What follows belongs to an exercise in optimizing a design on an open flow for small area, a short achievable clock period and few clock cycles per item; a production flow would make more cautious choices. RTL that was checked went through simulation tests only; none was proved equivalent to the original.

## ysyx_041461_MUL
module ysyx_041461_MUL(
    input  wire   [0:0]  clk             ,
    input  wire   [0:0]  rst             ,
    input  wire   [0:0]  MUL_valid_in    ,
    input  wire   [1:0]  MUL_signed      ,
    input  wire   [63:0] MUL_multiplicand,
    input  wire   [63:0] MUL_multiplier  ,
    output wire   [0:0]  MUL_valid_out   ,
    output wire   [63:0] MUL_result_hi   ,
    output wire   [63:0] MUL_result_lo
);
Settings: LEC_CHECK=0, CAP_MARGIN=20, CELL_PAD_IN_SITES_DETAIL_PLACEMENT=1, CELL_PAD_IN_SITES_GLOBAL_PLACEMENT=2, CORE_MARGIN=2, CORE_UTILIZATION=30, CTS_CLUSTER_DIAMETER=100, CTS_CLUSTER_SIZE=25, SETUP_SLACK_MARGIN=5, SLEW_MARGIN=20, SYNTH_HIERARCHICAL=1; clock period 8.0 ns.
run.sh (not shown) runs the stock make flow with config.mk's settings and CLKGATE_MAP_FILE= SYNTH_SCRIPT=/design/flow/synth_recipe.tcl, a recipe that flattens the netlist after the stock synthesis.
The first run finished with timing, DRC and antenna clean.
Then changed:
--- a/flow/design.v
+++ b/flow/design.v
@@ -72,35 +72,28 @@
     if (rst) first_r2 <= {1{1'b1}};
     else     first_r2 <= idle & MUL_valid_in;
 end
 assign first[2] = first_r2;
 wire m01_in = ~MUL_signed[1] & MUL_signed[0];
 reg [64:0] X;
-reg        m01_r, ext_r, b0_r;
+reg        m01_r, ext_r;
 always @(posedge clk) begin
     X     <= {MUL_signed[1] & MUL_multiplicand[63], MUL_multiplicand};
     m01_r <= m01_in;
-    b0_r  <= MUL_multiplier[0] & ~m01_in;
     ext_r <= MUL_signed[1] & MUL_signed[0] & MUL_multiplier[63];
 end
 reg [63:0] Q;
 wire [7:0] chunk;
 always @(posedge clk) begin
-    Q <= {chunk, Q[63:8]};
+    if (idle) Q <= MUL_multiplier;
+    else      Q <= {chunk, Q[63:8]};
 end
 wire [8:0] win_in = {MUL_multiplier[8:1], 1'b0};
-wire [64:0] Bx = {MUL_signed[1] & MUL_signed[0] & MUL_multiplier[63], MUL_multiplier};
-wire [8:0] win    = ({9{idle}} & win_in) |
-                     ({9{ph[1]}} & Bx[16:8]) |
-                     ({9{ph[2]}} & Bx[24:16]) |
-                     ({9{ph[3]}} & Bx[32:24]) |
-                     ({9{ph[4]}} & Bx[40:32]) |
-                     ({9{ph[5]}} & Bx[48:40]) |
-                     ({9{ph[6]}} & Bx[56:48]) |
-                     ({9{ph[7]}} & Bx[64:56]);
-wire       mz     = m01_in;
+wire [8:0] win_q  = {ph[7] ? ext_r : Q[16], Q[15:8]};
+wire [8:0] win    = idle ? win_in : win_q;
+wire       mz     = idle ? m01_in : m01_r;
 wire [3:0] enc_neg, enc_one, enc_two;
 genvar e;
 generate for (e = 0; e < 4; e = e + 1) begin : enc
     assign enc_neg[e] = ~mz & win[2*e+2];
     assign enc_one[e] = ~mz & (win[2*e+1] ^ win[2*e]);
     assign enc_two[e] = ~mz & ((win[2*e+2] & ~win[2*e+1] & ~win[2*e]) |
@@ -388,13 +381,13 @@
 assign pp3[63] = ((Xs[63] & sel_one2[3]) | (X2[63] & sel_two2[3])) ^ sel_neg2[3];
 assign pp3[64] = ((Xs[64] & sel_one2[3]) | (X2[64] & sel_two2[3])) ^ sel_neg2[3];
 assign pp3[65] = ~((X[64] & (sel_one2[3] | sel_two2[3])) ^ sel_neg2[3]);
 wire [2:0] neg_in = sel_neg0[2:0];
 reg [75:0] S, C;
 reg        n3;
-wire       b0 = b0_r;
+wire       b0 = Q[0] & ~m01_r;
 wire       q0 = b0 & X[64];
 wire [66:0] b0row = {~q0, q0, q0, X[63:0] & {64{b0}}};
 wire [69:0] s_in, c_in;
 assign s_in[0] = S[8] & ~first[0];
 assign c_in[0] = first[0] ? 1'b0 : C[8];
 assign s_in[1] = S[9] & ~first[0];
=> Worst hold slack gains 0.0032 ns; utilization drops by 0.81 points; non-clock buffer count rises by 5; routed wire length is higher by 2.0%; die area rose by about 3%; worst setup slack gets worse by 0.022 ns.
Testbench counts after the change, summed over its fixed seeds: cycles 26,400, items 2,400.
The RTL of the first run of this note was laid out without a check of its function.
